Background: an optimization exercise with open tools, aiming at small area. Do not read the settings as production practice.
At most, simulation tests tie the RTL to the original design; equivalence was not proved.
The flow treats the clock pin as an ideal source, which a real chip does not have.
Power and IR drop assume default switching activity.

## before
==> flow/design.v <==
`timescale 1ns/100ps
module UART_echo(
	input wire CLK100MHZ,
	input wire SW0, SW1, SW2,
	input wire RXD,
	output wire TXD
);
wire clk = CLK100MHZ;
wire reset = SW0;
wire isRx = SW1;
localparam [9:0] BT_P = 10'd737;
function [9:0] bt_next(input [9:0] s, input p);
	bt_next = {s[8:3], s[2] ^ p, s[1:0], s[9] ^ s[6]};
endfunction
function bt_pulse(input [9:0] s);    
	bt_pulse = s[9] & s[6] & s[5] & !s[4] & !s[3] & s[2] & !s[1] & s[0];
endfunction
localparam [3:0]
	R_INI   = 4'd4,
	R_START = 4'd5,
	R_RX0   = 4'd6,
	R_RX6   = 4'd12,
	R_STOP  = 4'd14,
	R_DONE  = 4'd15;
reg [3:0] rs;
reg [9:0] rc;
reg [7:0] cnt;
reg [7:0] D;
wire r_ini   = (rs == R_INI);
wire r_start = (rs == R_START);
wire r_rx    = (rs >= R_RX0) && (rs < R_STOP);
wire r_stop  = (rs == R_STOP);
wire r_done  = (rs == R_DONE);
wire ren_p   = bt_pulse(rc);
wire r_adv   = isRx && (r_ini ? !RXD : (r_done || ren_p));
wire [4:0] rs_inc = {1'b0, rs} + 5'd1;
always @(posedge clk, posedge reset)
	if (reset)
		rs <= R_INI;
	else if (r_adv)
		rs <= rs_inc[3:0] | {1'b0, rs_inc[4], 2'b00};
always @(posedge clk)
	if (r_ini)
		rc <= BT_P;
	else
		rc <= bt_next(rc, ren_p);
always @(posedge clk)
	if (isRx)
		cnt <= ren_p ? 8'd0 : {cnt[6:0], cnt[7] ^ cnt[5] ^ cnt[4] ^ cnt[3] ^ (cnt[6:0] == 7'd0)};
wire sample = isRx && r_rx && !ren_p && (cnt == 8'd202);
wire shift = isRx && ren_p && (rs >= R_START) && (rs <= R_RX6);
always @(posedge clk)
	if (shift)
		D <= {1'b0, D[7:1]};
	else if (sample)
		D[7] <= RXD;
reg [4:0] depth, m;
reg [3:0] j;
wire empty = (depth == 5'd0);
wire full  = depth[4];
localparam [3:0]
	T_END = 4'd4,
	T_INI = 4'd5;
reg [3:0] ts;
wire t_end = (ts == T_END);
wire t_ini = (ts == T_INI);
wire wenq = r_done && !full;
wire renq = t_end && !empty;
always @(posedge clk, posedge reset)
	if (reset) begin
		depth <= 5'd0;
		j <= 4'd0;
	end else begin
		depth <= depth + {4'd0, wenq} - {4'd0, renq};
		j <= j + {3'd0, !renq};
	end
wire [4:0] m_base = (isRx && r_stop && ren_p) ? depth : m;
always @(posedge clk)
	m <= m_base - {4'd0, renq && (m_base != 5'd0)};
wire we = (r_done || r_ini || r_start) && ({1'b0, j} >= m);
reg [15:0] ring [0:7];
integer b;
always @(posedge clk)
	for (b = 0; b < 8; b = b + 1)
		ring[b] <= {ring[b][14:0], we ? D[b] : ring[b][15]};
wire isTX = SW2 && !empty;
reg [9:0] tc;
wire ten = bt_pulse(tc);
always @(posedge clk, posedge reset)
	if (reset)
		tc <= BT_P;
	else if (isTX)
		tc <= bt_next(tc, ten);
wire t_adv = isTX && (t_ini || t_end || ten);
wire [4:0] ts_inc = {1'b0, ts} + 5'd1;
always @(posedge clk, posedge reset)
	if (reset)
		ts <= T_INI;
	else if (t_adv)
		ts <= ts_inc[3:0] | {2'b00, ts_inc[4], ts_inc[4]};
reg nextbit, databit;
reg [7:0] tap;
always @* for (b = 0; b < 8; b = b + 1) tap[b] = ring[(b + 1) % 8][15];
wire t_data_next = (ts >= 4'd7) && (ts != 4'd15);    
always @(posedge clk)
	if (t_data_next && j == 4'd0)
		nextbit <= tap[ts[2:0]];
always @(posedge clk)
	if (isTX && ten && t_data_next)
		databit <= nextbit;
assign TXD = (ts == 4'd7) ? 1'b0 : (ts[3] ? databit : 1'b1);
endmodule
`timescale 1ns/100ps
`timescale 1ns/100ps
`timescale 1ns/100ps
Settings: LEC_CHECK=0, CAP_MARGIN=20, CORE_MARGIN=2, CORE_UTILIZATION=40, CTS_BUF_LIST=sky130_fd_sc_hd__clkbuf_8, SLEW_MARGIN=20; clock period 10.0 ns.
standard.sh (not shown) runs the stock make flow with config.mk's settings and CLKGATE_MAP_FILE= SYNTH_SCRIPT=/design/flow/synth_recipe.tcl, a recipe that flattens the netlist after the stock synthesis.
==> flow/flow/run.sh <==
#!/bin/bash
# The standard layout (bash standard.sh, standard synthesis included) with
# changes passed to ORFS through its own variables and step hooks:
#  - clock tree synthesis without dummy loads (ORFS's arguments otherwise);
#  - port buffers made with buf_1;
#  - after floorplan, combinational cells downsized (flow/downsize.tcl);
#  - after CTS, clock buffers downsized where slew allows (flow/clk_downsize.tcl).
set -euo pipefail
here=$(pwd)
export CTS_ARGS="-sink_clustering_enable -repair_clock_nets -dont_use_dummy_load -buf_list sky130_fd_sc_hd__clkbuf_8"
export BUFFER_PORTS_ARGS="-buffer_cell sky130_fd_sc_hd__buf_1"
export POST_FLOORPLAN_TCL="$here/flow/downsize.tcl"
export POST_CTS_TCL="$here/flow/clk_downsize.tcl"
bash standard.sh > standard_flow.log 2>&1
==> flow/flow/clk_downsize.tcl <==
proc clk_sink_slew_max { inst } {
  set worst 0.0
  foreach opin [get_pins -of_objects $inst -filter "direction == output"] {
    set net [get_nets -of_objects $opin]
    foreach p [get_pins -of_objects $net -filter "direction == input"] {
      set s [get_property $p slew_max]
      if { $s > $worst } { set worst $s }
    }
  }
  return $worst
}
set clk_limit 0.110
estimate_parasitics -placement
set swapped 0
foreach inst [get_cells clkbuf_*] {
  if { [get_property $inst ref_name] != "sky130_fd_sc_hd__clkbuf_8" } { continue }
  set name [get_name $inst]
  replace_cell $name sky130_fd_sc_hd__clkbuf_4
  estimate_parasitics -placement
  if { [clk_sink_slew_max $inst] > $clk_limit } {
    replace_cell $name sky130_fd_sc_hd__clkbuf_8
    estimate_parasitics -placement
  } else {
    incr swapped
  }
}
puts "clk_downsize: $swapped clock buffers now clkbuf_4"
Other scripts of this flow, unchanged in this note and not shown: flow/flow/downsize.tcl
before finished all stages; the layout is clean.
Setup changes, before to after
- a change of CORE_UTILIZATION from 40 to 25
--- a/flow/flow/clk_downsize.tcl
+++ b/flow/flow/clk_downsize.tcl
@@ -11,3 +11,3 @@
 }
-set clk_limit 0.110
+set clk_limit 0.120
 estimate_parasitics -placement
## What came out
- Number of placement rows of after exceeds that of before by more than a quarter.
- Comparing before with after, the worst hold slack came out essentially unchanged.
- after against before: setup slack went down; die area went up.
- Side by side, count of routing violations after the opening detailed-route iteration turned out higher in after than in before.
- after vs. before: aggregate global-route resource usage saw a decrease, power dropped about 1.4%.


Starts from the design.v that is shown in full above.
Settings: LEC_CHECK=0, CAP_MARGIN=20, CORE_MARGIN=2, CORE_UTILIZATION=55, CTS_BUF_LIST=sky130_fd_sc_hd__clkbuf_8, SLEW_MARGIN=20; clock period 10.0 ns.
==> flow/flow/clk_downsize.tcl <==
proc clk_sink_slew_max { inst } {
  set worst 0.0
  foreach opin [get_pins -of_objects $inst -filter "direction == output"] {
    set net [get_nets -of_objects $opin]
    foreach p [get_pins -of_objects $net -filter "direction == input"] {
      set s [get_property $p slew_max]
      if { $s > $worst } { set worst $s }
    }
  }
  return $worst
}
set clk_limit 0.120
estimate_parasitics -placement
set swapped 0
foreach inst [get_cells clkbuf_*] {
  if { [get_property $inst ref_name] != "sky130_fd_sc_hd__clkbuf_8" } { continue }
  set name [get_name $inst]
  replace_cell $name sky130_fd_sc_hd__clkbuf_4
  estimate_parasitics -placement
  if { [clk_sink_slew_max $inst] > $clk_limit } {
    replace_cell $name sky130_fd_sc_hd__clkbuf_8
    estimate_parasitics -placement
  } else {
    incr swapped
  }
}
puts "clk_downsize: $swapped clock buffers now clkbuf_4"
==> flow/flow/downsize.tcl <==
# POST_FLOORPLAN hook: the design has several ns of setup slack, so give every
# combinational cell the smallest-area cell of its family (same function and
# pins). Later steps (repair_design, repair_timing) size up what needs it.
# Flip-flops, clock cells and physical cells are left alone.
set ds_dont_use [split $::env(DONT_USE_CELLS)]
set ds_count 0
set ds_saved 0.0
foreach inst [get_cells *] {
  set ref [get_property $inst ref_name]
  if { ![regexp {^(sky130_fd_sc_hd__([a-z0-9]+))_([0-9]+)$} $ref -> base fam drv] } { continue }
  if { [regexp {^(df|dl|sdf|edf|clk|tap|fill|decap|conb|diode|lpflow|probe)} $fam] } { continue }
  set cur [lindex [get_lib_cells */$ref] 0]
  set best $ref
  set best_area [get_property $cur area]
  foreach c [get_lib_cells */${base}_*] {
    set cname [get_name $c]
    if { ![regexp "^${base}_\[0-9\]+\$" $cname] } { continue }
    if { [lsearch -exact $ds_dont_use $cname] >= 0 } { continue }
    set a [get_property $c area]
    if { $a < $best_area } {
      set best $cname
      set best_area $a
    }
  }
  if { $best ne $ref } {
    set ds_saved [expr { $ds_saved + [get_property $cur area] - $best_area }]
    replace_cell [get_name $inst] $best
    incr ds_count
  }
}
puts "downsize: $ds_count cells resized, [format %.1f $ds_saved] um2 less"
Scripts as last shown in full above: flow/flow/run.sh
Edit:
--- a/flow/config.mk
+++ b/flow/config.mk
@@ -9,3 +9,3 @@
 export CORE_MARGIN = 2
-export CORE_UTILIZATION = 55
+export CORE_UTILIZATION = 40
 export CTS_BUF_LIST = sky130_fd_sc_hd__clkbuf_8
The changed run completed without violations.
Worst setup slack gains 34 ps.
First-iteration DRC count rises by about 43%.
Synthesized cell count is unchanged.
Synthesized area is unchanged.


Another version of the RTL of UART_echo (not shown whole).
Size: ~190 flip-flops, ~5900 um2 of cells after synthesis.
## UART_echo
module UART_echo(
	input wire CLK100MHZ,
	input wire SW0, SW1, SW2,
	input wire RXD,
	output reg TXD
);
wire clk = CLK100MHZ;
wire reset = SW0;
wire isRx = SW1;
localparam [9:0] BT_P = 10'd737;
function [9:0] bt_next(input [9:0] s, input p);
	bt_next = {s[8:3], s[2] ^ p, s[1:0], s[9] ^ s[6]};
endfunction
function bt_pulse(input [9:0] s);    
	bt_pulse = s[9] & s[6] & s[5] & !s[4] & !s[3] & s[2] & !s[1] & s[0];
endfunction
localparam [3:0]
	R_INI   = 4'd4,
	R_START = 4'd5,
	R_RX0   = 4'd6,
	R_RX6   = 4'd12,
	R_STOP  = 4'd14,
	R_DONE  = 4'd15;
reg [3:0] rs;
reg [9:0] rc;
reg [7:0] cnt;
reg [7:0] D;
wire r_ini   = (rs == R_INI);
wire r_start = (rs == R_START);
wire r_rx    = (rs >= R_RX0) && (rs < R_STOP);
wire r_stop  = (rs == R_STOP);
wire r_done  = (rs == R_DONE);
wire ren_p   = bt_pulse(rc);
wire r_adv   = isRx && (r_ini ? !RXD : (r_done || ren_p));
wire [4:0] rs_inc = {1'b0, rs} + 5'd1;
always @(posedge clk, posedge reset)
	if (reset)
		rs <= R_INI;
	else if (r_adv)
		rs <= rs_inc[3:0] | {1'b0, rs_inc[4], 2'b00};
always @(posedge clk)
	if (r_ini)
		rc <= BT_P;
	else
		rc <= bt_next(rc, ren_p);
always @(posedge clk)
	if (isRx)
		cnt <= ren_p ? 8'd0 : {cnt[6:0], cnt[7] ^ cnt[5] ^ cnt[4] ^ cnt[3] ^ (cnt[6:0] == 7'd0)};
wire sample = isRx && r_rx && !ren_p && (cnt == 8'd202);
wire shift = isRx && ren_p && (rs >= R_START) && (rs <= R_RX6);
always @(posedge clk)
	if (shift)
		D <= {1'b0, D[7:1]};
	else if (sample)
		D[7] <= RXD;
reg [4:0] wrptr, rdptr, w0;
reg [3:0] ph;
wire lo_eq = (wrptr[3:0] == rdptr[3:0]);
wire empty = lo_eq && (wrptr[4] == rdptr[4]);
wire full  = lo_eq && (wrptr[4] != rdptr[4]);
localparam [3:0]
	T_B9  = 4'd3,
	T_END = 4'd5,
	T_INI = 4'd6;
reg [3:0] ts;
wire t_end = (ts == T_END);
wire t_ini = (ts == T_INI);
wire wenq = r_done && !full;
wire renq = t_end && !empty;
  ...
==> flow/config.mk <==
export PLATFORM = sky130hd
export DESIGN_NAME = UART_echo
export DESIGN_NICKNAME = UART_echo
export VERILOG_FILES = /design/flow/design.v
export SDC_FILE = /design/flow/constraint.sdc
export NUM_CORES = 4
export LEC_CHECK = 0
export CAP_MARGIN = 20
export CORE_MARGIN = 2
export CORE_UTILIZATION = 40
export CTS_BUF_LIST = sky130_fd_sc_hd__clkbuf_8
export CTS_CLUSTER_DIAMETER = 80
export CTS_CLUSTER_SIZE = 25
export HOLD_SLACK_MARGIN = 0
export SLEW_MARGIN = 20
==> flow/constraint.sdc <==
create_clock -name core_clock -period 10.0 [get_ports {CLK100MHZ}]
set_input_delay 2.0000 -clock core_clock [delete_from_list [all_inputs] [get_ports {CLK100MHZ}]]
set_output_delay 2.0000 -clock core_clock [all_outputs]
set_load 0.01 [all_outputs]
run.sh (not shown) runs the stock make flow with config.mk's settings and CLKGATE_MAP_FILE= SYNTH_SCRIPT=/design/flow/synth_recipe.tcl, a recipe that flattens the netlist after the stock synthesis.
Stock flow here: none of the scripts above is used.
The first run finished clean.
Rerun with:
Settings changed: CTS_CLUSTER_DIAMETER 80 to unset, CTS_CLUSTER_SIZE 25 to unset, HOLD_SLACK_MARGIN 0 to unset.
Effect: Power stays the same. Synthesized cell count stays the same. First-iteration DRC count is unchanged. Clock-buffer cell count does not change.
Rerun with:
Settings changed: CTS_BUF_LIST sky130_fd_sc_hd__clkbuf_8 to unset.
Effect:
- total power rose by 10%
- global-route usage is about the same
- setup slack is worse by 0.021 ns
- wire length barely changes
- via count grows by about 0.54%
- register-to-register slack stays flat
- flip-flop and latch count stays the same
- utilization came out higher by 1.3 points
- synthesized cell count is unchanged
- combinational power stays flat
Rerun with:
Settings changed: CTS_BUF_LIST set to sky130_fd_sc_hd__clkbuf_8, CTS_CLUSTER_DIAMETER set to 200, CTS_CLUSTER_SIZE set to 40, HOLD_SLACK_MARGIN set to 0.
Effect: Power goes down by about 9%. Final cell count is unchanged. Sequential share of layout area goes up by 1.9 points. Non-clock buffer count does not change. Via count goes down by 0.54%. Sequential cell count is unchanged.
Function was not checked in any run of this note: the RTL went through the layout flow alone.

-- afterwards: timing with drivers on the ports --
In the flow no input, the clock included, has a driving cell. The finished layouts below were timed again as built, in two steps.
Step 1, drivers: a clkbuf_16 drives CLK100MHZ and a buf_2 each remaining input, both assumed.
Step 2, shift: input delay + t, output delay - t, t = (earliest + latest rising clock arrival at the registers) / 2. This alone moves slack from input paths to output paths.
Three values: ideal, step 1, step 2; two values: the first two.
run	shift t [ns]	setup slack, ns	hold slack, ns	worst setup path at the end	clock arrival spread, ns
before	0.448	5.827 / 5.835 / 5.388	0.306 / 0.306 / 0.306	input to register	0.030 / 0.031
after	0.455	5.798 / 5.808 / 5.354	0.308 / 0.308 / 0.308	input to register	0.037 / 0.037
the first run of note 2	0.440	5.779 / 5.787 / 5.348	0.314 / 0.314 / 0.314	input to register	0.032 / 0.031
the second run of note 2	0.445	5.813 / 5.822 / 5.377	0.305 / 0.305 / 0.305	input to register	0.031 / 0.031
the first run of note 3	0.471	6.390 / 6.402 / 5.931	0.319 / 0.319 / 0.319	input to register	0.014 / 0.015
the second run of note 3	0.471	6.390 / 6.402 / 5.931	0.319 / 0.319 / 0.319	input to register	0.014 / 0.015
the third run of note 3	0.453	6.369 / 6.387 / 5.935	0.320 / 0.320 / 0.320	input to register	0.013 / 0.013
the fourth run of note 3	0.471	6.390 / 6.402 / 5.931	0.319 / 0.319 / 0.319	input to register	0.014 / 0.015
After both steps setup and hold are still met in every run listed.
